This design comes from an exercise in tuning for small area on the open sky130 flow, not from production work. Function was not checked in any run shown here: the RTL went through the layout flow alone. Power and IR drop assume default switching activity.

--- flow/run.sh ---
#!/bin/bash
# Layout flow: the standard ORFS flow with two changes:
#  1. synthesis maps the combinational logic with a stronger area-oriented ABC
#     script (abc_deep.script); everything else in synthesis (including register
#     mapping and naming) is the standard synthesis script unchanged;
#  2. clock tree synthesis uses CTS_ARGS from cts_args.txt.
# Each tool's output goes to the ORFS logs (orfs/logs/...) and to flow.log here.
set -euo pipefail
W=$PWD
mkdir -p mysynth
# standard synthesis, with only the abc call replaced
sed "s#source \$::env(SCRIPTS_DIR)/synth.tcl#source $W/mysynth/synth.tcl#" synth_recipe.tcl > mysynth/synth_recipe.tcl
sed "s#log_cmd abc {\*}\$abc_args#log_cmd abc -script $W/flow/abc_deep.script {*}\$lib_args {*}\$lib_dont_use_args#" \
    "$FLOW_HOME/scripts/synth.tcl" > mysynth/synth.tcl
grep -q "abc_deep.script" mysynth/synth.tcl
grep -q "mysynth/synth.tcl" mysynth/synth_recipe.tcl
sed "s#SYNTH_SCRIPT=[^ ]*#SYNTH_SCRIPT=$W/mysynth/synth_recipe.tcl#" standard.sh > mystandard.sh
grep -q "mysynth/synth_recipe.tcl" mystandard.sh
export CTS_ARGS="$(cat flow/cts_args.txt)"
bash mystandard.sh finish > flow.log 2>&1
--- flow/abc_deep.script ---
strash
&get -n
&deepsyn -T 120
&put
dch
map -a
--- flow/cts_args.txt ---
-sink_clustering_enable -repair_clock_nets -buf_list sky130_fd_sc_hd__clkbuf_8 -sink_clustering_size 12 -sink_clustering_max_diameter 40 -dont_use_dummy_load
--- standard.sh ---
#!/bin/bash
# synth_recipe.tcl (not shown) runs the flow's synth.tcl, then flattens the netlist and writes it again
# the make line also repeats each setting of config.mk as NAME=value (left out here)
make -C /OpenROAD-flow-scripts/flow DESIGN_CONFIG=/design/flow/config.mk WORK_HOME=/design/flow/orfs CLKGATE_MAP_FILE= SYNTH_SCRIPT=/design/flow/synth_recipe.tcl "${@:-finish}"
--- config.mk ---
export PLATFORM = sky130hd
export DESIGN_NAME = top_module
export DESIGN_NICKNAME = top_module
export VERILOG_FILES = /design/flow/design.v
export SDC_FILE = /design/flow/constraint.sdc
export NUM_CORES = 4
export LEC_CHECK = 0
export ABC_AREA = 1
export CAP_MARGIN = 20
export CORE_MARGIN = 2
export CORE_UTILIZATION = 40
export SLEW_MARGIN = 20
export SYNTH_MEMORY_MAX_BITS = 16384
--- constraint.sdc ---
create_clock -name core_clock -period 10.0 [get_ports {clk}]
set_input_delay 2.0000 -clock core_clock [delete_from_list [all_inputs] [get_ports {clk}]]
set_output_delay 2.0000 -clock core_clock [all_outputs]
set_load 0.01 [all_outputs]
--- design.v ---
module rom_glcd (
	input [6:0] ch,
	input [2:0] col,
	output reg [6:0] R_D
);
	always @(*)
		case ({ch, col})
			10'h10a: R_D = 7'h5f;
			10'h111: R_D = 7'h07;
			10'h113: R_D = 7'h07;
			10'h118: R_D = 7'h14;
			10'h119: R_D = 7'h7f;
			10'h11a: R_D = 7'h14;
			10'h11b: R_D = 7'h7f;
			10'h11c: R_D = 7'h14;
			10'h120: R_D = 7'h24;
			10'h121: R_D = 7'h2a;
			10'h122: R_D = 7'h7f;
			10'h123: R_D = 7'h2a;
			10'h124: R_D = 7'h12;
			10'h128: R_D = 7'h23;
			10'h129: R_D = 7'h13;
			10'h12a: R_D = 7'h08;
			10'h12b: R_D = 7'h64;
			10'h12c: R_D = 7'h62;
			10'h130: R_D = 7'h36;
			10'h131: R_D = 7'h49;
			10'h132: R_D = 7'h55;
			10'h133: R_D = 7'h22;
			10'h134: R_D = 7'h50;
			10'h139: R_D = 7'h05;
			10'h13a: R_D = 7'h03;
			10'h141: R_D = 7'h1c;
			10'h142: R_D = 7'h22;
			10'h143: R_D = 7'h41;
			10'h149: R_D = 7'h41;
			10'h14a: R_D = 7'h22;
			10'h14b: R_D = 7'h1c;
			10'h150: R_D = 7'h14;
			10'h151: R_D = 7'h08;
			10'h152: R_D = 7'h3e;
			10'h153: R_D = 7'h08;
			10'h154: R_D = 7'h14;
			10'h158: R_D = 7'h08;
			10'h159: R_D = 7'h08;
			10'h15a: R_D = 7'h3e;
			10'h15b: R_D = 7'h08;
			10'h15c: R_D = 7'h08;
			10'h161: R_D = 7'h50;
			10'h162: R_D = 7'h30;
			10'h168: R_D = 7'h08;
			10'h169: R_D = 7'h08;
			10'h16a: R_D = 7'h08;
			10'h16b: R_D = 7'h08;
			10'h16c: R_D = 7'h08;
			10'h171: R_D = 7'h60;
			10'h172: R_D = 7'h60;
			10'h178: R_D = 7'h20;
			10'h179: R_D = 7'h10;
			10'h17a: R_D = 7'h08;
			10'h17b: R_D = 7'h04;
			10'h17c: R_D = 7'h02;
			10'h180: R_D = 7'h3e;
			10'h181: R_D = 7'h51;
			10'h182: R_D = 7'h49;
			10'h183: R_D = 7'h45;
			10'h184: R_D = 7'h3e;
			10'h189: R_D = 7'h42;
			10'h18a: R_D = 7'h7f;
			10'h18b: R_D = 7'h40;
			10'h190: R_D = 7'h42;
			10'h191: R_D = 7'h61;
			10'h192: R_D = 7'h51;
			10'h193: R_D = 7'h49;
			10'h194: R_D = 7'h46;
			10'h198: R_D = 7'h21;
			10'h199: R_D = 7'h41;
			10'h19a: R_D = 7'h45;
			10'h19b: R_D = 7'h4b;
			10'h19c: R_D = 7'h31;
			10'h1a0: R_D = 7'h18;
			10'h1a1: R_D = 7'h14;
			10'h1a2: R_D = 7'h12;
			10'h1a3: R_D = 7'h7f;
			10'h1a4: R_D = 7'h10;
			10'h1a8: R_D = 7'h27;
			10'h1a9: R_D = 7'h45;
			10'h1aa: R_D = 7'h45;
			10'h1ab: R_D = 7'h45;
			10'h1ac: R_D = 7'h39;
			10'h1b0: R_D = 7'h3c;
			10'h1b1: R_D = 7'h4a;
			10'h1b2: R_D = 7'h49;
			10'h1b3: R_D = 7'h49;
			10'h1b4: R_D = 7'h30;
			10'h1b8: R_D = 7'h01;
			10'h1b9: R_D = 7'h71;
			10'h1ba: R_D = 7'h09;
			10'h1bb: R_D = 7'h05;
			10'h1bc: R_D = 7'h03;
			10'h1c0: R_D = 7'h36;
			10'h1c1: R_D = 7'h49;
			10'h1c2: R_D = 7'h49;
			10'h1c3: R_D = 7'h49;
			10'h1c4: R_D = 7'h36;
			10'h1c8: R_D = 7'h06;
			10'h1c9: R_D = 7'h49;
			10'h1ca: R_D = 7'h49;
			10'h1cb: R_D = 7'h29;
			10'h1cc: R_D = 7'h1e;
			10'h1d1: R_D = 7'h36;
			10'h1d2: R_D = 7'h36;
			10'h1d9: R_D = 7'h56;
			10'h1da: R_D = 7'h36;
			10'h1e0: R_D = 7'h08;
			10'h1e1: R_D = 7'h14;
			10'h1e2: R_D = 7'h22;
			10'h1e3: R_D = 7'h41;
			10'h1e8: R_D = 7'h14;
			10'h1e9: R_D = 7'h14;
			10'h1ea: R_D = 7'h14;
			10'h1eb: R_D = 7'h14;
			10'h1ec: R_D = 7'h14;
			10'h1f1: R_D = 7'h41;
			10'h1f2: R_D = 7'h22;
			10'h1f3: R_D = 7'h14;
			10'h1f4: R_D = 7'h08;
			10'h1f8: R_D = 7'h02;
			10'h1f9: R_D = 7'h01;
			10'h1fa: R_D = 7'h51;
			10'h1fb: R_D = 7'h09;
			10'h1fc: R_D = 7'h06;
			10'h200: R_D = 7'h32;
			10'h201: R_D = 7'h49;
			10'h202: R_D = 7'h79;
			10'h203: R_D = 7'h41;
			10'h204: R_D = 7'h3e;
			10'h208: R_D = 7'h7e;
			10'h209: R_D = 7'h11;
			10'h20a: R_D = 7'h11;
			10'h20b: R_D = 7'h11;
			10'h20c: R_D = 7'h7e;
			10'h210: R_D = 7'h7f;
			10'h211: R_D = 7'h49;
			10'h212: R_D = 7'h49;
			10'h213: R_D = 7'h49;
			10'h214: R_D = 7'h36;
			10'h218: R_D = 7'h3e;
			10'h219: R_D = 7'h41;
			10'h21a: R_D = 7'h41;
			10'h21b: R_D = 7'h41;
			10'h21c: R_D = 7'h22;
			10'h220: R_D = 7'h7f;
			10'h221: R_D = 7'h41;
			10'h222: R_D = 7'h41;
			10'h223: R_D = 7'h22;
			10'h224: R_D = 7'h1c;
			10'h228: R_D = 7'h7f;
			10'h229: R_D = 7'h49;
			10'h22a: R_D = 7'h49;
			10'h22b: R_D = 7'h49;
			10'h22c: R_D = 7'h41;
			10'h230: R_D = 7'h7f;
			10'h231: R_D = 7'h09;
			10'h232: R_D = 7'h09;
			10'h233: R_D = 7'h09;
			10'h234: R_D = 7'h01;
			10'h238: R_D = 7'h3e;
			10'h239: R_D = 7'h41;
			10'h23a: R_D = 7'h49;
			10'h23b: R_D = 7'h49;
			10'h23c: R_D = 7'h7a;
			10'h240: R_D = 7'h7f;
			10'h241: R_D = 7'h08;
			10'h242: R_D = 7'h08;
			10'h243: R_D = 7'h08;
			10'h244: R_D = 7'h7f;
			10'h249: R_D = 7'h41;
			10'h24a: R_D = 7'h7f;
			10'h24b: R_D = 7'h41;
			10'h250: R_D = 7'h20;
			10'h251: R_D = 7'h40;
			10'h252: R_D = 7'h41;
			10'h253: R_D = 7'h3f;
			10'h254: R_D = 7'h01;
			10'h258: R_D = 7'h7f;
			10'h259: R_D = 7'h08;
			10'h25a: R_D = 7'h14;
			10'h25b: R_D = 7'h22;
			10'h25c: R_D = 7'h41;
			10'h260: R_D = 7'h7f;
			10'h261: R_D = 7'h40;
			10'h262: R_D = 7'h40;
			10'h263: R_D = 7'h40;
			10'h264: R_D = 7'h40;
			10'h268: R_D = 7'h7f;
			10'h269: R_D = 7'h02;
			10'h26a: R_D = 7'h0c;
			10'h26b: R_D = 7'h02;
			10'h26c: R_D = 7'h7f;
			10'h270: R_D = 7'h7f;
			10'h271: R_D = 7'h04;
			10'h272: R_D = 7'h08;
			10'h273: R_D = 7'h10;
			10'h274: R_D = 7'h7f;
			10'h278: R_D = 7'h3e;
			10'h279: R_D = 7'h41;
			10'h27a: R_D = 7'h41;
			10'h27b: R_D = 7'h41;
			10'h27c: R_D = 7'h3e;
			10'h280: R_D = 7'h7f;
			10'h281: R_D = 7'h09;
			10'h282: R_D = 7'h09;
			10'h283: R_D = 7'h09;
			10'h284: R_D = 7'h06;
			10'h288: R_D = 7'h7f;
			10'h289: R_D = 7'h09;
			10'h28a: R_D = 7'h09;
			10'h28b: R_D = 7'h09;
			10'h28c: R_D = 7'h06;
			10'h290: R_D = 7'h7f;
			10'h291: R_D = 7'h09;
			10'h292: R_D = 7'h19;
			10'h293: R_D = 7'h29;
			10'h294: R_D = 7'h46;
			10'h298: R_D = 7'h46;
			10'h299: R_D = 7'h49;
			10'h29a: R_D = 7'h49;
			10'h29b: R_D = 7'h49;
			10'h29c: R_D = 7'h31;
			10'h2a0: R_D = 7'h01;
			10'h2a1: R_D = 7'h01;
			10'h2a2: R_D = 7'h7f;
			10'h2a3: R_D = 7'h01;
			10'h2a4: R_D = 7'h01;
			10'h2a8: R_D = 7'h3f;
			10'h2a9: R_D = 7'h40;
			10'h2aa: R_D = 7'h40;
			10'h2ab: R_D = 7'h40;
			10'h2ac: R_D = 7'h3f;
			10'h2b0: R_D = 7'h1f;
			10'h2b1: R_D = 7'h20;
			10'h2b2: R_D = 7'h40;
			10'h2b3: R_D = 7'h20;
			10'h2b4: R_D = 7'h1f;
			10'h2b8: R_D = 7'h3f;
			10'h2b9: R_D = 7'h40;
			10'h2ba: R_D = 7'h38;
			10'h2bb: R_D = 7'h40;
			10'h2bc: R_D = 7'h3f;
			10'h2c0: R_D = 7'h63;
			10'h2c1: R_D = 7'h14;
			10'h2c2: R_D = 7'h08;
			10'h2c3: R_D = 7'h14;
			10'h2c4: R_D = 7'h63;
			10'h2c8: R_D = 7'h07;
			10'h2c9: R_D = 7'h08;
			10'h2ca: R_D = 7'h70;
			10'h2cb: R_D = 7'h08;
			10'h2cc: R_D = 7'h07;
			10'h2d0: R_D = 7'h61;
			10'h2d1: R_D = 7'h51;
			10'h2d2: R_D = 7'h49;
			10'h2d3: R_D = 7'h45;
			10'h2d4: R_D = 7'h43;
			10'h2d9: R_D = 7'h7f;
			10'h2da: R_D = 7'h41;
			10'h2db: R_D = 7'h41;
			10'h2e0: R_D = 7'h02;
			10'h2e1: R_D = 7'h04;
			10'h2e2: R_D = 7'h08;
			10'h2e3: R_D = 7'h10;
			10'h2e4: R_D = 7'h20;
			10'h2e9: R_D = 7'h41;
			10'h2ea: R_D = 7'h41;
			10'h2eb: R_D = 7'h7f;
			10'h2f0: R_D = 7'h04;
			10'h2f1: R_D = 7'h02;
			10'h2f2: R_D = 7'h01;
			10'h2f3: R_D = 7'h02;
			10'h2f4: R_D = 7'h04;
			10'h2f8: R_D = 7'h40;
			10'h2f9: R_D = 7'h40;
			10'h2fa: R_D = 7'h40;
			10'h2fb: R_D = 7'h40;
			10'h2fc: R_D = 7'h40;
			10'h301: R_D = 7'h01;
			10'h302: R_D = 7'h02;
			10'h303: R_D = 7'h04;
			10'h308: R_D = 7'h20;
			10'h309: R_D = 7'h54;
			10'h30a: R_D = 7'h54;
			10'h30b: R_D = 7'h54;
			10'h30c: R_D = 7'h78;
			10'h310: R_D = 7'h7f;
			10'h311: R_D = 7'h48;
			10'h312: R_D = 7'h44;
			10'h313: R_D = 7'h44;
			10'h314: R_D = 7'h38;
			10'h318: R_D = 7'h38;
			10'h319: R_D = 7'h44;
			10'h31a: R_D = 7'h44;
			10'h31b: R_D = 7'h44;
			10'h31c: R_D = 7'h20;
			10'h320: R_D = 7'h38;
			10'h321: R_D = 7'h44;
			10'h322: R_D = 7'h44;
			10'h323: R_D = 7'h48;
			10'h324: R_D = 7'h7f;
			10'h328: R_D = 7'h38;
			10'h329: R_D = 7'h54;
			10'h32a: R_D = 7'h54;
			10'h32b: R_D = 7'h54;
			10'h32c: R_D = 7'h18;
			10'h330: R_D = 7'h08;
			10'h331: R_D = 7'h7e;
			10'h332: R_D = 7'h09;
			10'h333: R_D = 7'h01;
			10'h334: R_D = 7'h02;
			10'h338: R_D = 7'h0c;
			10'h339: R_D = 7'h52;
			10'h33a: R_D = 7'h52;
			10'h33b: R_D = 7'h52;
			10'h33c: R_D = 7'h3e;
			10'h340: R_D = 7'h7f;
			10'h341: R_D = 7'h08;
			10'h342: R_D = 7'h04;
			10'h343: R_D = 7'h04;
			10'h344: R_D = 7'h78;
			10'h349: R_D = 7'h44;
			10'h34a: R_D = 7'h7d;
			10'h34b: R_D = 7'h40;
			10'h350: R_D = 7'h20;
			10'h351: R_D = 7'h40;
			10'h352: R_D = 7'h44;
			10'h353: R_D = 7'h3d;
			10'h358: R_D = 7'h7f;
			10'h359: R_D = 7'h10;
			10'h35a: R_D = 7'h28;
			10'h35b: R_D = 7'h44;
			10'h361: R_D = 7'h41;
			10'h362: R_D = 7'h7f;
			10'h363: R_D = 7'h40;
			10'h368: R_D = 7'h7c;
			10'h369: R_D = 7'h04;
			10'h36a: R_D = 7'h18;
			10'h36b: R_D = 7'h04;
			10'h36c: R_D = 7'h78;
			10'h370: R_D = 7'h7c;
			10'h371: R_D = 7'h08;
			10'h372: R_D = 7'h04;
			10'h373: R_D = 7'h04;
			10'h374: R_D = 7'h78;
			10'h378: R_D = 7'h38;
			10'h379: R_D = 7'h44;
			10'h37a: R_D = 7'h44;
			10'h37b: R_D = 7'h44;
			10'h37c: R_D = 7'h38;
			10'h380: R_D = 7'h7c;
			10'h381: R_D = 7'h14;
			10'h382: R_D = 7'h14;
			10'h383: R_D = 7'h14;
			10'h384: R_D = 7'h08;
			10'h388: R_D = 7'h08;
			10'h389: R_D = 7'h14;
			10'h38a: R_D = 7'h14;
			10'h38b: R_D = 7'h18;
			10'h38c: R_D = 7'h7c;
			10'h390: R_D = 7'h7c;
			10'h391: R_D = 7'h08;
			10'h392: R_D = 7'h04;
			10'h393: R_D = 7'h04;
			10'h394: R_D = 7'h08;
			10'h398: R_D = 7'h48;
			10'h399: R_D = 7'h54;
			10'h39a: R_D = 7'h54;
			10'h39b: R_D = 7'h54;
			10'h39c: R_D = 7'h20;
			10'h3a0: R_D = 7'h04;
			10'h3a1: R_D = 7'h3f;
			10'h3a2: R_D = 7'h44;
			10'h3a3: R_D = 7'h40;
			10'h3a4: R_D = 7'h20;
			10'h3a8: R_D = 7'h3c;
			10'h3a9: R_D = 7'h40;
			10'h3aa: R_D = 7'h40;
			10'h3ab: R_D = 7'h20;
			10'h3ac: R_D = 7'h7c;
			10'h3b0: R_D = 7'h1c;
			10'h3b1: R_D = 7'h20;
			10'h3b2: R_D = 7'h40;
			10'h3b3: R_D = 7'h20;
			10'h3b4: R_D = 7'h1c;
			10'h3b8: R_D = 7'h3c;
			10'h3b9: R_D = 7'h40;
			10'h3ba: R_D = 7'h30;
			10'h3bb: R_D = 7'h40;
			10'h3bc: R_D = 7'h3c;
			10'h3c0: R_D = 7'h44;
			10'h3c1: R_D = 7'h28;
			10'h3c2: R_D = 7'h10;
			10'h3c3: R_D = 7'h28;
			10'h3c4: R_D = 7'h44;
			10'h3c8: R_D = 7'h0c;
			10'h3c9: R_D = 7'h50;
			10'h3ca: R_D = 7'h50;
			10'h3cb: R_D = 7'h50;
			10'h3cc: R_D = 7'h3c;
			10'h3d0: R_D = 7'h44;
			10'h3d1: R_D = 7'h64;
			10'h3d2: R_D = 7'h54;
			10'h3d3: R_D = 7'h4c;
			10'h3d4: R_D = 7'h44;
			10'h3d9: R_D = 7'h08;
			10'h3da: R_D = 7'h36;
			10'h3db: R_D = 7'h41;
			10'h3e2: R_D = 7'h7f;
			10'h3e9: R_D = 7'h41;
			10'h3ea: R_D = 7'h36;
			10'h3eb: R_D = 7'h08;
			10'h3f0: R_D = 7'h10;
			10'h3f1: R_D = 7'h08;
			10'h3f2: R_D = 7'h08;
			10'h3f3: R_D = 7'h10;
			10'h3f4: R_D = 7'h08;
			10'h3f8: R_D = 7'h78;
			10'h3f9: R_D = 7'h46;
			10'h3fa: R_D = 7'h41;
			10'h3fb: R_D = 7'h46;
			10'h3fc: R_D = 7'h78;
			default: R_D = 7'h0;
		endcase
endmodule
`timescale 1ns / 1ps
module register_8x16bit
	#(
		parameter B = 8
	)
	(
		input clk, clr, W_E,
		input [3:0] R_A, W_A,
		input [B-1:0] W_D,
		output [B-1:0] R_D
	);
	wire [B-1:0] d = W_D & {B{~clr}};
	wire [16*B-1:0] flat;
	genvar i;
	generate
		for (i = 0; i < 16; i = i + 1) begin : e
			wire we = clr | (W_E & (W_A == i));
			reg [B-1:0] q;
			assign flat[B*i +: B] = q;
			always @(posedge clk)
				if (we) q <= d;
		end
	endgenerate
	mux16x8 #(.B(B)) rd( .sel(R_A), .in(flat), .out(R_D) );
endmodule
`timescale 1ns / 1ps
module glcd
	(
		input clk, reset, ram_write_en, clr_lcd_reg,
		input [3:0] ram_W_A,
		input [6:0] ram_data,
		output clk_out, reset_lcd, d_c,
		output spi_data_out, spi_clk, spi_ce
	);
	localparam [3:0]
		PF   = 4'd6,
		PC0  = 4'd7,
		PGAP = 4'd13;
	reg [2:0] cdiv;
	reg [3:0] bcnt;
	reg [3:0] phase;
	reg [6:0] chr;
	reg [7:0] sbuf;
	reg rst_d;
	wire tick = (cdiv == 3'd4);
	wire first = (phase == 4'd0) & (bcnt == 4'd5);
	wire [6:0] ch;
	wire [3:0] ram_R_A = chr[3:0] | {4{chr[6] | chr[5] | chr[4]}};
	register_8x16bit #(.B(7)) lcd_register ( .clk(clk), .clr(clr_lcd_reg),
					.W_E(ram_write_en), .W_A(ram_W_A), .W_D(ram_data),
					.R_A(ram_R_A), .R_D(ch) );
	wire [6:0] glyph;
	wire [2:0] col = (phase == PF) ? 3'd0 : ((phase == PC0) ? 3'd7 : phase[2:0]);
	rom_glcd rom( .ch(ch), .col(col), .R_D(glyph) );
	reg [7:0] next_byte;
	always @(*)
		case (phase)
			4'd0: next_byte = 8'h21;
			4'd1: next_byte = 8'hb0;
			4'd2: next_byte = 8'h04;
			4'd3: next_byte = 8'h14;
			4'd4: next_byte = 8'h20;
			4'd5: next_byte = 8'h0c;
			default: next_byte = {1'b0, glyph};
		endcase
	always @(posedge clk)
		rst_d <= reset;
	always @(posedge clk)
		if (reset == 1'b0) begin
			cdiv <= 3'd0;
			bcnt <= 4'd5;
			phase <= 4'd0;
			chr <= 7'd0;
		end
		else begin
			cdiv <= cdiv + 1'b1;
			if (tick) begin
				if (phase == PGAP) begin
					phase <= PC0;
					chr <= (chr == 7'd83) ? 7'd0 : chr + 1'b1;
				end
				else begin
					bcnt <= bcnt + 1'b1;
					if ((bcnt == 4'd4) | (phase == PF))
						phase <= phase + 1'b1;
				end
			end
		end
	always @(posedge clk)
		if (tick & (bcnt == 4'd5))
			sbuf <= next_byte;
	wire slow_clk = (cdiv[2] & (cdiv[1] | cdiv[0])) | ((cdiv == 3'd0) & ~first);
	assign clk_out = (cdiv[2] & cdiv[1]) | ((cdiv[2:1] == 2'b00) & ~first);
	assign spi_clk = ~slow_clk;
	assign reset_lcd = rst_d;
	assign d_c = phase[3] | (phase == PC0);
	assign spi_ce = ~bcnt[3];
	assign spi_data_out = bcnt[3] & sbuf[~bcnt[2:0]];
endmodule
`timescale 1ns / 1ps
module register_copier
	(
		input clk, en,
		input [6:0] RAM_data,
		output tRAM_W_EN, SU_completed,
		output reg [3:0] RAM_WR_A,
		output reg [6:0] tRAM_data
	);
	localparam [2:0]
		S0  = 3'd0,
		S1A = 3'd1,
		S2  = 3'd2,
		S1  = 3'd3,
		S3  = 3'd4;
	reg [5:0] ctr;
	reg [2:0] state;
	wire tick = (ctr == 6'd16);
	always @(posedge clk)
		if (en == 1'b0) begin
			ctr <= 6'd0;
			state <= S0;
			RAM_WR_A <= 4'd0;
			tRAM_data <= 7'h00;
		end
		else begin
			ctr <= ctr + 1'b1;
			if (tick)
				case (state)
					S0: state <= S1A;
					S1A: begin
						state <= S2;
						tRAM_data <= RAM_data;
					end
					S2: state <= (RAM_WR_A == 4'd15) ? S3 : S1;
					S1: begin
						state <= S2;
						tRAM_data <= RAM_data;
						RAM_WR_A <= RAM_WR_A + 1'b1;
					end
					default: state <= state;
				endcase
		end
	assign tRAM_W_EN = (state == S1A) | (state == S2) | (state == S1);
	assign SU_completed = (state == S3);
endmodule
`timescale 1ns / 1ps
module ptext_rom_8x16bit
	(
		input clk, reset,
		input W_E,
		input [3:0] W_A,
		input [7:0] W_D,
		input [3:0] R_A,
		output [7:0] R_D
    );
	wire [7:0] d31 = (W_D & {8{reset}}) | (8'h31 & {8{~reset}});
	wire [7:0] d32 = (W_D & {8{reset}}) | (8'h32 & {8{~reset}});
	wire [7:0] d00 = W_D & {8{reset}};
	wire [127:0] flat;
	genvar i;
	generate
		for (i = 0; i < 16; i = i + 1) begin : e
			wire we = ~reset | (W_E & (W_A == i));
			reg [7:0] q;
			assign flat[8*i +: 8] = q;
			always @(posedge clk)
				if (we) q <= (i >= 14) ? d00 : ((i % 2) ? d32 : d31);
		end
	endgenerate
	mux16x8 rd( .sel(R_A), .in(flat), .out(R_D) );
endmodule
`timescale 1ns / 1ps
module key_rom_8x16bit
	(
		input clk, reset,
		input W_E,
		input [3:0] W_A,
		input [7:0] W_D,
		input [3:0] R_A,
		output [7:0] R_D
    );
	wire [7:0] d5a = (W_D & {8{reset}}) | (8'h5A & {8{~reset}});
	wire [7:0] d68 = (W_D & {8{reset}}) | (8'h68 & {8{~reset}});
	wire [7:0] d00 = W_D & {8{reset}};
	wire [127:0] flat;
	genvar i;
	generate
		for (i = 0; i < 16; i = i + 1) begin : e
			wire we = ~reset | (W_E & (W_A == i));
			reg [7:0] q;
			assign flat[8*i +: 8] = q;
			always @(posedge clk)
				if (we) q <= (i >= 12) ? d00 : ((i % 2) ? d68 : d5a);
		end
	endgenerate
	mux16x8 rd( .sel(R_A), .in(flat), .out(R_D) );
endmodule
`timescale 1ns / 1ps
module mux16x8
	#(
		parameter B = 8
	)
	(
		input [3:0] sel,
		input [16*B-1:0] in,
		output [B-1:0] out
	);
	assign out = in[sel*B +: B];
endmodule
`timescale 1ns / 1ps
module encryption
	(
		input clk, en,
		input [7:0] text_data, key_data,
		output cipher_w_en, finished,
		output reg [3:0] text_address_ctr, key_address_ctr,
		output [7:0] cipher_data
	);
	localparam [2:0]
		S0 = 3'd0,
		S1 = 3'd1,
		S2 = 3'd2,
		S3 = 3'd3,
		S4 = 3'd4;
	reg [2:0] state, nstate;
	wire tz = (text_data == 8'h00);
	wire kz = (key_data == 8'h00);
	always @(posedge clk)
		if (en == 1'b0) begin
			state <= S0;
			text_address_ctr <= 4'b0;
			key_address_ctr <= 4'b0;
		end
		else begin
			state <= nstate;
			if (state == S3) begin
				text_address_ctr <= text_address_ctr + 1'b1;
				key_address_ctr <= key_address_ctr + 1'b1;
			end
			else if (state == S2)
				key_address_ctr <= 4'b0;
		end
	always @(*)
		case (state)
			S0: nstate = (tz | kz) ? S4 : S1;
			S1: nstate = tz ? S4 : (kz ? S2 : S3);
			S2, S3: nstate = S1;
			S4: nstate = S4;
			default: nstate = S0;
		endcase
	assign cipher_w_en = (state == S1);
	assign finished = (state == S4);
	assign cipher_data = key_data ^ text_data;
endmodule
`timescale 1ns / 1ps
module datapath
	(
		input clk, reset,
		input wire en_encryption, clr_RAM, en_copier,
		input wire [1:0] key,
		input wire load, load_sel,
		input wire [3:0] load_addr,
		input wire [7:0] load_data,
		output wire encry_completed, copy_completed,
		output wire clk_out, reset_lcd, d_c,
		output wire spi_data_out, spi_clk, spi_ce
    );
	wire en_RAM, w_en;
	wire [3:0] rw_address, c_text_ram_W_A, c_key_ram_W_A;
	wire [7:0] r_d1, r_d2, cipher_data;
	wire [6:0] r_d3, ram_data1;
	wire [7:0] plain_or_key = key[0] ? r_d2 : r_d1;
	wire [6:0] ram_data2 = key[1] ? r_d3 : (plain_or_key[6:0] & {7{~plain_or_key[7]}});
	wire [6:0] cipher_code = cipher_data[6:0] & {7{~cipher_data[7]}};
	glcd lcd( .clk(clk), .reset(reset), .ram_write_en(en_RAM), .clr_lcd_reg(clr_RAM),
		.ram_W_A(rw_address), .ram_data(ram_data1), .clk_out(clk_out),
		.reset_lcd(reset_lcd), .d_c(d_c), .spi_data_out(spi_data_out),
		.spi_clk(spi_clk), .spi_ce(spi_ce) );
	register_copier reg_copier( .clk(clk), .en(en_copier), .RAM_data(ram_data2),
			.tRAM_W_EN(en_RAM), .SU_completed(copy_completed), .RAM_WR_A(rw_address),
			.tRAM_data(ram_data1) );
	ptext_rom_8x16bit plain_text( .clk(clk), .reset(reset), .W_E(load & ~load_sel),
					.W_A(load_addr), .W_D(load_data),
					.R_A(en_encryption ? c_text_ram_W_A : rw_address), .R_D(r_d1) );
	key_rom_8x16bit key_text( .clk(clk), .reset(reset), .W_E(load & load_sel),
					.W_A(load_addr), .W_D(load_data),
					.R_A(en_encryption ? c_key_ram_W_A : rw_address), .R_D(r_d2) );
	register_8x16bit #(.B(7)) cipher_text ( .clk(clk), .clr(clr_RAM),
					.W_E(w_en), .W_A(c_text_ram_W_A), .W_D(cipher_code),
					.R_A(rw_address), .R_D(r_d3) );
	encryption encrypt( .clk(clk), .en(en_encryption), .text_data(r_d1), .key_data(r_d2),
		.cipher_w_en(w_en), .finished(encry_completed), .text_address_ctr(c_text_ram_W_A),
		.key_address_ctr(c_key_ram_W_A), .cipher_data(cipher_data) );
endmodule
`timescale 1ns / 1ps
module controller
	(
		input clk, reset,
		input crypt, encry_completed, b1, b2, b3,
		input copy_completed,
		output en_encryption, clr_RAM, en_copier,
		output [1:0] key,
		output led_init, led_wait1
    );
	localparam [2:0]
		INIT = 3'b000,
		WAIT = 3'b001,
		ENC  = 3'b100,
		CCPY = 3'b101,
		TCPY = 3'b110,
		KCPY = 3'b111;
	reg [2:0] state, nstate;
	always @(posedge clk)
		if (reset == 1'b0)
			state <= INIT;
		else
			state <= nstate;
	always @(*)
		case (state)
			INIT: nstate = crypt ? ENC : INIT;
			ENC:  nstate = encry_completed ? WAIT : ENC;
			WAIT:
				case ({b1, b2, b3})
					3'b100: nstate = TCPY;
					3'b010: nstate = KCPY;
					3'b001: nstate = CCPY;
					default: nstate = WAIT;
				endcase
			CCPY, TCPY, KCPY: nstate = copy_completed ? WAIT : state;
			default: nstate = INIT;
		endcase
	assign led_init = (state == INIT);
	assign led_wait1 = (state == WAIT);
	assign clr_RAM = led_init;
	assign en_copier = state[2];
	assign en_encryption = (state == ENC);
	assign key = {~state[1], state[0]};
endmodule
`timescale 1ns / 1ps
module top_module
	(
		input clk, reset,
		input wire crypt, b1, b2, b3,
		input wire load, load_sel,
		input wire [3:0] load_addr,
		input wire [7:0] load_data,
		output wire led_init, led_wait1,
		output wire clk_out, reset_lcd, d_c,
		output wire spi_data_out, spi_clk, spi_ce
    );
	wire encry_completed, copy_completed, en_encryption, clr_RAM, en_copier;
	wire [1:0] key;
	controller cont( .clk(clk), .reset(reset), .crypt(crypt), .encry_completed(encry_completed),
					.b1(b1), .b2(b2), .b3(b3), .copy_completed(copy_completed),
					.en_encryption(en_encryption), .clr_RAM(clr_RAM), .key(key),
					.led_init(led_init), .led_wait1(led_wait1), .en_copier(en_copier) );
	datapath data ( .clk(clk), .reset(reset), .en_encryption(en_encryption),
				.clr_RAM(clr_RAM), .key(key), .encry_completed(encry_completed),
				.load(load), .load_sel(load_sel), .load_addr(load_addr), .load_data(load_data),
				.copy_completed(copy_completed), .en_copier(en_copier), .clk_out(clk_out), .reset_lcd(reset_lcd),
				.d_c(d_c), .spi_data_out(spi_data_out), .spi_clk(spi_clk), .spi_ce(spi_ce) );
endmodule
==> results of run 1 <==
-- metal layers --
metal / up-vias / wire length (um) / track usage (%)
met3: 231 / 6713 / 4.586
met5: - / 0 / 0
li1: 8102 / - / -
met2: 985 / 35830 / 40.58
met4: 0 / 4077 / 13.31
met1: 8975 / 32530 / 35.27
-- registers in the layout, summed over array words and instances, names as in the netlist, 4 cells and up --
name,count
data.cipher_text.e.q,112
data.encrypt.key_address_ctr,4
data.encrypt.text_address_ctr,4
data.key_text.e.q,128
data.lcd.bcnt,4
data.lcd.chr,7
data.lcd.lcd_register.e.q,112
data.lcd.phase,4
data.lcd.sbuf,8
data.plain_text.e.q,128
data.reg_copier.RAM_WR_A,4
data.reg_copier.ctr,6
data.reg_copier.tRAM_data,7
-- worst register-to-register path: cells and delay by family, from the launching register on --
| kind | cells | cell delay [ps] |
|---|---|---|
| AO/OA/AOI/OAI | 6 | 920 |
| flip-flops | 1 | 420 |
| AND/OR/NAND/NOR | 10 | 3200 |
| buffers and inverters | 7 | 2120 |
-- cells in the final DEF, fill, tap and decap left out, types with 77 or more instances in the layout --
master and instances:
edfxtp_1 488, nor2_1 273, clkinv_1 209, nand2_1 158, o21ai_0 131, a21oi_1 112, buf_4 87, nand3_1 86
o22ai_1 86, clkbuf_8 77
-- area by class of cell --
cell class / count / area (um^2) / share of cell area [%]
Multi-Input combinational cell: 1267 / 7033 / 26.57
Sequential cell: 541 / 15720 / 59.37
Tap cell: 765 / 957.2 / 3.616
Clock buffer: 77 / 1060 / 4.004
Timing Repair Buffer: 114 / 918.4 / 3.470
Inverter: 209 / 784.5 / 2.964
-- cell families (layout without fill, tap and decap cells) --
logic type / count (synthesis) / in the layout / share of synthesized area, %
AO/OA/AOI/OAI: 611 / 611 / 16.95
XOR/XNOR: 7 / 7 / 0.2610
buffers and inverters: 209 / 400 / 3.339
adder cells (fa/ha/maj): 28 / 28 / 1.491
AND/OR/NAND/NOR: 621 / 621 / 11.07
flip-flops: 541 / 541 / 66.89
-- how the worst max path moves through the flow --
stage                                            start                          to  slack [ps]
after detailed placement  data.lcd.chr[0]$_SDFFE_PN0P_  data.lcd.sbuf[2]$_DFFE_PP_        3330
after global routing      data.lcd.chr[2]$_SDFFE_PN0P_  data.lcd.sbuf[2]$_DFFE_PP_        2480
after CTS                 data.lcd.chr[2]$_SDFFE_PN0P_  data.lcd.sbuf[2]$_DFFE_PP_        3250
after global placement    data.lcd.chr[0]$_SDFFE_PN0P_  data.lcd.sbuf[2]$_DFFE_PP_        3520
final                     data.lcd.chr[2]$_SDFFE_PN0P_  data.lcd.sbuf[2]$_DFFE_PP_        3020
after floorplan           data.lcd.chr[0]$_SDFFE_PN0P_  data.lcd.sbuf[2]$_DFFE_PP_        4980
-- through the flow --
step                      power (mW)  utilization, %  instance area (um^2)
after detailed placement       3.610           43.86                 25400
after global placement         3.613           43.84                 25390
after floorplan                3.260               -                 23490
after CTS                      5.024           45.69                 26460
after global routing           5.197           45.70                 26470
final                          5.011           45.70                 26470
-- where the power goes --
part           internal [mW]  switching (mW)  leakage [nW]
Combinational          0.180           0.535          2.97
Clock                  0.678           0.750         0.554
Sequential              2.79          0.0783          5.36
==> out/results.txt, run 1 <==
Fill count = 5395
Setup WS pre-CTS = 3328 ps
WS Path Type = reg -> reg
Relative slew slack = 28.83%
Worst-path clk slew = 70 ps
Routed WL = 79160 um
Total core area = 57920 um^2
Hold_sp = data.lcd.cdiv[0]$_SDFF_PN0_
FF+latch count, synth = 541
Post-route ant nets = 0
Fmax achieved = 143.3 MHz
CP Launch Type = register
Post-Syn Area = 23490 um^2
Die area = 60690 um^2
Via/cell ratio = 6.153
Most common cell type on the critical path = nor2_1
Post-CTS sizing = 0
Ant. Diodes = 0
Instance count on the critical path = 23
Fin. Hold Viols = 0
Setup violations, final = 0
Syn avg cell area = 11.65 um^2
Pre-Repair DR Iteration Count = 5
WL/cell = 26.62 um
Setup_tns = 0 ps
Worst min path class = reg -> reg
Vias = 18290
First-pass GRT wire length = 116900 um
Synth top area cells = edfxtp_1 (62%), nor2_1 (4.6%), dfxtp_1 (4.5%), o21ai_0 (3.4%), clkinv_1 (3.3%)
Placer Congestion = 1.041
Grt total ovfl = 0
Commonest cells post-synth = edfxtp_1 (488), nor2_1 (285), clkinv_1 (209)
CTS tree = done
CTS root buf = clkbuf_8
CP Cell Sequence = clkinv_1 -> nor2_1 -> clkinv_1 -> nor2_1 -> nor2_1 -> nor2_1 -> clkinv_1 -> nor2_1 -> a31oi_1 -> nand2_1 -> clkinv_1 -> nor2_1 -> clkinv_1 -> buf_4 -> nor2_1 -> clkinv_1 -> nor2_1 -> nor2_1 -> o221a_2 -> a21oi_1 -> o32ai_1 -> a32oi_1 -> o21ai_0
Max Root-Sink Buffers = 3
Worst hold slack = 451.2 ps
Max-cap violations = 0
Slowest-stage cell, CP = nand2_1
NumNets Final = 2258
P per Cell Area = 189.3 nW/um^2
Worst skew pair latency = 680 ps
Status = no timing/DRC/antenna violations
First-iteration detailed-routing DRC count = 2174
Max FO, Critical Path = 19
Worst Hold Path EP = data.lcd.cdiv[0]$_SDFF_PN0_
Die Wd = 246.4 um
WP data required = 10320 ps
RSZ-0062 raised after global routing = no
Hold-fix buffers, CTS = 0
R2r startpoint = data.lcd.chr[2]$_SDFFE_PN0P_
Minimum setup slack among reg-to-reg paths = 3020 ps
CTS buffer count = 77
Critical path endpoint category = register
Vias in the first global route = 18070
Initial antenna violation count = 0
Rows = 88
Detailed Place HPWL = 54780 um
Tot GR Track Use = 26.13%
CTS H-tree depth = 3
CP Buf/Inv Count = 7
Hold Crit Depth = 1
DRC violations left = 0
Post-Layout Cell Count = 2973
Placed Instances = 2896
Worst Setup Slack, final = 3020 ps
FF-to-FF path depth = 23
Post-synthesis sequential area ratio = 66.89%
Post-Syn Instances = 2017
Layout Skew = 122.1 ps
VDD IR max = 108.6 uV
Layout area overhead = 12.66%
Leak Pwr = 8.885 nW
CP top delay family = simple AND/OR/NAND/NOR gates
Postcts setup bufs = 0
Critical path arrival = 7300 ps
EDFF count, synth = 488
Cell taking the most area after synthesis = edfxtp_1
R2R Path End = data.lcd.sbuf[2]$_DFFE_PP_
Syn nets = 2065
Boundary pin count = 28
Tcrit/Tclk final = 69.80%
Sink Count = 541
Number of buffers added on ports = 27
Post-synthesis cell type count = 41
Final min period = 6980 ps
Largest net degree at the start of global routing = 48
Synth Flop Type = edfxtp_1
Layout cells sized above 1 = 9.058%
Crit-path max cell delay = 660 ps
Most frequent cell after synthesis = edfxtp_1
Syn. warnings = 8
Top-area cell type share of the netlist area = 62.37%
Least-Margin Pin Slew = 1056 ps
Chip Height = 246.4 um
FFs w/ async S/R, synth = 0%
Initial Util = 40.57%
Slew Limit Fails = 0
==> run 2, diff against run 1 <==
==> flow/cts_args.txt (replaced) <==
-sink_clustering_enable -repair_clock_nets -buf_list sky130_fd_sc_hd__clkbuf_16 -sink_clustering_size 24 -sink_clustering_max_diameter 60 -dont_use_dummy_load
==> out/results.txt, run 2 <==
EDFF count, synth = 488 (unchanged)
Syn. warnings = 8 (unchanged)
CP Cell Sequence = clkinv_1 -> nor2_1 -> clkinv_1 -> nor2_1 -> nor2_1 -> nor2_1 -> clkinv_1 -> nor2_1 -> a31oi_1 -> nand2_1 -> clkinv_1 -> nor2_1 -> clkinv_1 -> buf_4 -> nor2_1 -> clkinv_1 -> nor2_1 -> nor2_1 -> o221a_2 -> a21oi_1 -> o32ai_1 -> a32oi_1 -> o21ai_0
Crit-path max cell delay = 670 ps (about the same)
Hold-fix buffers, CTS = 0 (unchanged)
Layout cells sized above 1 = 7.551% (-1.5 points)
Commonest cells after routing, fill and taps aside = edfxtp_1 (488), nor2_1 (273), clkinv_1 (209)
Relative slew slack = 28.70% (-0.14 points)
Tcrit/Tclk final = 69.90% (+0.10 points)
Layout area overhead = 12.28%
Post-CTS sizing = 0 (unchanged)
Setup violations, final = 0 (unchanged)
Vias = 18040 (-1.4%)
Fmax achieved = 143.1 MHz (-0.15%)
Largest regs = data.key_text.e.q: 128 flops, data.plain_text.e.q: 128 flops
Boundary pin count = 28 (unchanged)
Final min period = 6990 ps (+10.38 ps)
DRC violations left = 0 (unchanged)
Die area = 60690 um^2 (unchanged)
Detailed Place HPWL = 54780 um (unchanged)
Via/cell ratio = 6.142 (-0.17%)
Fin. Hold Viols = 0 (unchanged)
Chip Height = 246.4 um (unchanged)
Multi-input logic area = 7033 um^2 (unchanged)
VDD IR max = 120.7 uV (+11%)
RSZ-0062 raised after global routing = no
Worst min path class = reg -> reg
WL/cell = 26.72 um (+0.36%)
CTS root buf = clkbuf_16
Max Root-Sink Buffers = 3 (unchanged)
Layout Skew = 70.45 ps (-51.62 ps)
Cell taking the most area after synthesis = edfxtp_1
FFs w/ async S/R, synth = 0% (unchanged)
Setup_tns = 0 ps (unchanged)
NumNets Final = 2222 (-1.6%)
Commonest cells post-synth = edfxtp_1 (488), nor2_1 (285), clkinv_1 (209)
Slew Limit Fails = 0 (unchanged)
P per Cell Area = 188.1 nW/um^2 (-0.67%)
Number of buffers added on ports = 27 (unchanged)
Final Instance Area = 26380 um^2 (-0.34%)
Initial antenna violation count = 0 (unchanged)
Top-area cell type share of the netlist area = 62.37% (unchanged)
CTS tree = done
Ant. Diodes = 0 (unchanged)
Pre-Repair DR Iteration Count = 6 (+1)
Placer Congestion = 1.041 (unchanged)
Status = no timing/DRC/antenna violations
CTS H-tree depth = 2 (-1)
Slowest-stage cell, CP = nand2_1
Syn nets = 2065 (unchanged)
Least-Margin Pin Slew = 1066 ps (+9.269 ps)
Postcts setup bufs = 0 (unchanged)
Synth Flop Type = edfxtp_1
Commonest non-fill, non-tap cell in the layout = edfxtp_1
Most frequent cell after synthesis = edfxtp_1
Leak Pwr = 8.814 nW (-0.80%)
Max FO, Critical Path = 19 (unchanged)
Die Wd = 246.4 um (unchanged)
Post-Syn Instances = 2017 (unchanged)
Grt total ovfl = 0 (unchanged)
Total core area = 57920 um^2 (unchanged)
Critical path endpoint category = register
Post-synthesis cell type count = 41 (unchanged)
Max-cap violations = 0 (unchanged)
Rows = 88 (unchanged)
WS Path Type = reg -> reg
Most common cell type on the critical path = nor2_1
First-pass GRT wire length = 115800 um (-0.93%)
Post-synthesis sequential area ratio = 66.89% (unchanged)
Worst skew pair latency = 570 ps (-110 ps)
Routed WL = 78480 um (-0.85%)
Fill count = 5372 (-0.43%)
CP Launch Type = register
Post-Syn Area = 23490 um^2 (unchanged)
Initial Util = 40.57% (unchanged)
Largest net degree at the start of global routing = 48 (unchanged)
Utilization after layout = 45.55% (-0.15 points)
First-iteration detailed-routing DRC count = 2117 (-2.6%)
Synth top area cells = edfxtp_1 (62%), nor2_1 (4.6%), dfxtp_1 (4.5%), o21ai_0 (3.4%), clkinv_1 (3.3%)
Post-DP Area = 25400 um^2 (unchanged)
WP data required = 10230 ps (-90 ps)
Sink Count = 541 (unchanged)
Vias in the first global route = 17690 (-2.1%)
FF+latch count, synth = 541 (unchanged)
Worst-path clk slew = 90 ps (+20 ps)
CTS buffer count = 38 (-51%)
Post-route ant nets = 0 (unchanged)
Syn avg cell area = 11.65 um^2 (unchanged)
Tot GR Track Use = 25.81% (-0.32 points)
Critical path arrival = 7220 ps (-80 ps)
FF+latch area = 15720 um^2 (unchanged)
## run 2: critical path: cells and delay by family (launching register included)
kind,cells,cell delay (ps)
and+or+nand+nor,10,3170
buffers and inverters,7,2100
AOI/OAI and AO/OA,6,920
DFF,1,420
## run 2: path summary, 6_finish.rpt
kind | to | cells after the start | from | slack, ps
setup / recovery | data.lcd.sbuf[2]$_DFFE_PP_ | 23 | data.lcd.chr[2]$_SDFFE_PN0P_ | 3010
hold / removal | data.lcd.cdiv[0]$_SDFF_PN0_ | 1 | data.lcd.cdiv[0]$_SDFF_PN0_ | 450
setup reg to reg | data.lcd.sbuf[2]$_DFFE_PP_ | 23 | data.lcd.chr[2]$_SDFFE_PN0P_ | 3010
hold reg to reg | data.lcd.cdiv[0]$_SDFF_PN0_ | 1 | data.lcd.cdiv[0]$_SDFF_PN0_ | 450
## run 2: area by class of cell
type | count | share of cell area [%]
repair buffers | 117 | 3.557
clock buffers | 38 | 3.605
multi-input cells | 1267 | 26.66
inverters | 209 | 2.974
well taps | 765 | 3.629
flip-flops and latches | 541 | 59.57
## run 2: metal layers
layer / up-vias / wire, um / global-route usage, %
li1: 8024 / - / -
met1: 8915 / 32910 / 35.55
met2: 900 / 35780 / 40.48
met3: 201 / 5875 / 3.627
met4: 0 / 3926 / 12.00
met5: - / 0 / 0
## run 2: report_power, final
part / switching [mW] / leakage [nW] / internal, mW
sequential: 0.0782 / 5.36 / 2.79
clock: 0.707 / 0.468 / 0.673
combinational: 0.535 / 2.98 / 0.181
total: 1.32 / 8.81 / 3.64
## run 2: cell families after synthesis
family	Yosys count	share of synthesized area (%)
and+or+nand+nor	621	11.07
AOI/OAI and AO/OA	611	16.95
DFF	541	66.89
buffers and inverters	209	3.339
adders and majority gates	28	1.491
xor gates and xnor gates	7	0.2610
## run 2: metrics by stage
stage                     power (mW)  worst slack, ps  cells  hold WS [ps]
after floorplan                3.260             4980   2017         421.2
after global placement         3.613             3523   2896         431.4
after detailed placement       3.610             3328   2896         445.9
after CTS                      4.972             3233   2934         459.3
after global routing           5.127             2461   2937         478.4
final                          4.961             3010   2937         450.5
==> run 3, diff against run 2 <==
--- a/design.v
+++ b/design.v
@@ -537,7 +537,7 @@
 		input [6:0] RAM_data,
 		output tRAM_W_EN, SU_completed,
 		output reg [3:0] RAM_WR_A,
-		output reg [6:0] tRAM_data
+		output [6:0] tRAM_data
 	);
 	localparam [2:0]
 		S0  = 3'd0,
@@ -547,13 +547,13 @@
 		S3  = 3'd4;
 	reg [5:0] ctr;
 	reg [2:0] state;
+	reg [6:0] data;
 	wire tick = (ctr == 6'd16);
 	always @(posedge clk)
 		if (en == 1'b0) begin
 			ctr <= 6'd0;
 			state <= S0;
 			RAM_WR_A <= 4'd0;
-			tRAM_data <= 7'h00;
 		end
 		else begin
 			ctr <= ctr + 1'b1;
@@ -562,12 +562,12 @@
 					S0: state <= S1A;
 					S1A: begin
 						state <= S2;
-						tRAM_data <= RAM_data;
+						data <= RAM_data;
 					end
 					S2: state <= (RAM_WR_A == 4'd15) ? S3 : S1;
 					S1: begin
 						state <= S2;
-						tRAM_data <= RAM_data;
+						data <= RAM_data;
 						RAM_WR_A <= RAM_WR_A + 1'b1;
 					end
 					default: state <= state;
@@ -575,6 +575,7 @@
 		end
 	assign tRAM_W_EN = (state == S1A) | (state == S2) | (state == S1);
 	assign SU_completed = (state == S3);
+	assign tRAM_data = data & {7{state != S1A}};
 endmodule
 `timescale 1ns / 1ps
 module ptext_rom_8x16bit
==> flow/cts_args.txt (replaced) <==
-sink_clustering_enable -repair_clock_nets -buf_list sky130_fd_sc_hd__clkbuf_16 -sink_clustering_size 30 -sink_clustering_max_diameter 120 -dont_use_dummy_load
--- a/config.mk
+++ b/config.mk
@@ -6,8 +6,8 @@
 export NUM_CORES = 4
 export LEC_CHECK = 0
 export ABC_AREA = 1
-export CAP_MARGIN = 20
+export CAP_MARGIN = 0
 export CORE_MARGIN = 2
 export CORE_UTILIZATION = 40
-export SLEW_MARGIN = 20
+export SLEW_MARGIN = 0
 export SYNTH_MEMORY_MAX_BITS = 16384
==> out/results.txt, run 3 <==
Status = no timing/DRC/antenna violations
Worst skew pair latency = 620 ps (+50 ps)
Chip Height = 246.6 um (about the same)
Die Wd = 246.6 um (about the same)
Pre-Repair DR Iteration Count = 8 (+2)
Die area = 60800 um^2 (+0.19%)
CTS tree = done
Max-cap violations = 0 (unchanged)
Synth top area cells = edfxtp_1 (63%), nor2_1 (5.2%), o21ai_0 (4.6%), dfxtp_1 (3.9%), clkinv_1 (3.3%)
WL/cell = 26.78 um (+0.21%)
Worst-path clk slew = 120 ps (+30 ps)
Boundary pin count = 28 (unchanged)
Grt total ovfl = 0 (unchanged)
FF+latch count, synth = 541 (unchanged)
Cell taking the most area after synthesis = edfxtp_1
CTS H-tree depth = 1 (-1)
CP Launch Type = register
Post-synthesis sequential area ratio = 67.06% (+0.17 points)
Setup_tns = 0 ps (unchanged)
Worst Hold Path EP = data.lcd.cdiv[0]$_SDFF_PN0_
Rows = 88 (unchanged)
Final min period = 6986 ps (-4.450 ps)
WS Path Type = reg -> reg
Relative slew slack = 6.573% (-22 points)
Max Root-Sink Buffers = 3 (unchanged)
Fin. Hold Viols = 0 (unchanged)
Post-Syn Area = 23540 um^2 (+0.19%)
Max FO, Critical Path = 33 (+14)
R2r startpoint = cont.state[2]$_SDFFE_PN0P_
Leak Pwr = 8.598 nW (-2.4%)
Post-Syn Instances = 2071 (+2.7%)
Total core area = 57920 um^2 (unchanged)
Utilization after layout = 44.83% (-0.72 points)
VDD IR max = 133.1 uV (+10%)
Fmax achieved = 143.2 MHz (about the same)
Largest net degree at the start of global routing = 42 (-13%)
First-iteration detailed-routing DRC count = 2239 (+5.8%)
Layout Skew = 148.2 ps (+77.71 ps)
Layout cells sized above 1 = 5.692% (-1.9 points)
EDFF count, synth = 495 (+1.4%)
P per Cell Area = 161.1 nW/um^2 (-14%)
Slew Limit Fails = 0 (unchanged)
Routed WL = 79310 um (+1.1%)
Vias in the first global route = 17550 (-0.81%)
Hold Crit Depth = 1 (unchanged)
Commonest non-fill, non-tap cell in the layout = edfxtp_1
Syn. warnings = 8 (unchanged)
Most frequent cell after synthesis = edfxtp_1
RSZ-0062 raised after global routing = no
Least-Margin Pin Slew = 1387 ps (+321.2 ps)
WP data required = 10200 ps (-30 ps)
First-pass GRT wire length = 117100 um (+1.1%)
Post-CTS sizing = 0 (unchanged)
Minimum setup slack among reg-to-reg paths = 3010 ps (about the same)
Commonest cells after routing, fill and taps aside = edfxtp_1 (495), nor2_1 (316), clkinv_1 (210)
Post-synthesis cell type count = 45 (+9.8%)
Syn nets = 2114 (+2.4%)
Layout area overhead = 10.29%
Via/cell ratio = 6.049 (-1.5%)
NumNets Final = 2241 (+0.86%)
Setup violations, final = 0 (unchanged)
Top-area cell type share of the netlist area = 63.15% (+0.77 points)
Postcts setup bufs = 0 (unchanged)
DRC violations left = 0 (unchanged)
Synth Flop Type = edfxtp_1
CTS root buf = clkbuf_16
Largest regs = data.key_text.e.q: 128 flops, data.plain_text.e.q: 128 flops
Sink Count = 541 (unchanged)
Critical path endpoint category = register
Tot GR Track Use = 26.01% (+0.20 points)
Hold-fix buffers, CTS = 0 (unchanged)
Commonest cells post-synth = edfxtp_1 (495), nor2_1 (326), o21ai_0 (218)
Tcrit/Tclk final = 69.86% (about the same)
Detailed Place HPWL = 55730 um (+1.7%)
Syn avg cell area = 11.37 um^2 (-2.4%)
FFs w/ async S/R, synth = 0% (unchanged)
FF-to-FF path depth = 15 (-35%)
Initial antenna violation count = 3 (+3)
Number of buffers added on ports = 27 (unchanged)
CTS buffer count = 22 (-42%)
Hold_sp = data.lcd.cdiv[0]$_SDFF_PN0_
Initial Util = 40.64% (+0.078 points)
Worst min path class = reg -> reg
Placer Congestion = 1.086 (+4.3%)
Vias = 17920 (-0.68%)
Critical path arrival = 7190 ps (-30 ps)
R2R Path End = data.cipher_text.e[3].q[1]$_DFFE_PP_
Post-route ant nets = 0 (unchanged)
[run 3: where the power goes]
part / total (mW) / switching, mW / internal (mW)
clock network: 1.05 / 0.648 / 0.397
logic: 0.425 / 0.324 / 0.101
registers: 2.71 / 0.0480 / 2.66
total: 4.18 / 1.02 / 3.16
[run 3: cells by family after synthesis]
family	share of synthesized area [%]
AO/OA/AOI/OAI	16.37
adder cells (fa/ha/maj)	1.223
AND/OR/NAND/NOR	11.59
flip-flops	67.06
XOR/XNOR	0.4093
buffers and inverters	3.349
[run 3: stage by stage]
step	worst slack [ps]	area [um^2]	hold slack (ps)	total power, mW	instances
after CTS	2949	25950	482.2	4.198	2960
after floorplan	4009	23540	421.2	2.962	2071
after global placement	3164	25400	430.8	3.179	2938
after detailed placement	2910	25400	455.0	3.175	2938
after global routing	2315	25960	508.7	4.312	2962
final	3014	25960	479.0	4.182	2962
[run 3: how the worst max path moves through the flow]
| stage | startpoint | to | slack, ps | cells past startpoint |
|---|---|---|---|---|
| 2_1_floorplan | cont.state[2]$_SDFFE_PN0P_ | data.cipher_text.e[0].q[1]$_DFFE_PP_ | 4010 | 13 |
| 3_3_place_gp | cont.state[2]$_SDFFE_PN0P_ | data.cipher_text.e[2].q[2]$_DFFE_PP_ | 3160 | 15 |
| 3_5_place_dp | cont.state[2]$_SDFFE_PN0P_ | data.cipher_text.e[2].q[2]$_DFFE_PP_ | 2910 | 15 |
| 4_1_cts | cont.state[2]$_SDFFE_PN0P_ | data.cipher_text.e[13].q[3]$_DFFE_PP_ | 2950 | 15 |
| 5_1_grt | cont.state[2]$_SDFFE_PN0P_ | data.cipher_text.e[13].q[3]$_DFFE_PP_ | 2320 | 15 |
| 6_report | cont.state[2]$_SDFFE_PN0P_ | data.cipher_text.e[3].q[1]$_DFFE_PP_ | 3010 | 15 |
[run 3: critical path, cell delays in order, from the launching register on]
cell and delay (ps):
dfxtp_1 610, clkinv_1 430, nor2_2 930, nor2_1 290, a31oi_4 220, buf_4 390
clkinv_1 130, nor3_1 200, clkinv_1 740, o21ai_0 610, o311ai_0 270, o21ai_0 250
clkinv_1 200, a21oi_1 140, o21ai_0 320, nor2_1 880
[run 3: routing by layer]
metal	wire (um)	track usage (%)
met1	33050	35.45
met3	5583	3.366
met2	37280	42.75
met4	3383	9.231
met5	13	0
[run 3: cell type report]
type / instances / area [um^2]
timing repair buffer: 103 / 838.3
clock buffer: 22 / 550.5
sequential: 541 / 15790
multi-input combinational: 1320 / 7039
tap: 765 / 957.2
antenna: 1 / 2.502
inverter: 210 / 788.3
fill: 5447 / 31950

[what the ideal ports hide]
The flow's constraints put no driver on any port. The routed layouts listed below were extracted and timed again, unchanged, in two steps.
Step 1, drivers: a clkbuf_16 drives clk and a buf_2 each remaining input, both assumed.
Step 2 also shifts input and output timing later by t, the mid clock arrival at the registers, as if the neighbouring blocks saw the same clock.
Three values: ideal, step 1, step 2; two values: the first two.
| run | t (ns) | slack for setup (ns) | worst setup path at the end | slew at the worst register clock pin (ns) | worst data-port slew with drivers (ns) |
|---|---|---|---|---|---|
| run 1 | 0.678 | 3.020 / 3.020 / 3.020 | register to register | 0.08 / 0.08 | 0.03 |
| run 2 | 0.601 | 3.010 / 3.010 / 3.010 | register to register | 0.09 / 0.09 | 0.03 |
| run 3 | 0.605 | 3.014 / 3.014 / 3.014 | register to register | 0.12 / 0.12 | 0.04 |
After both steps every run listed still meets setup and hold.
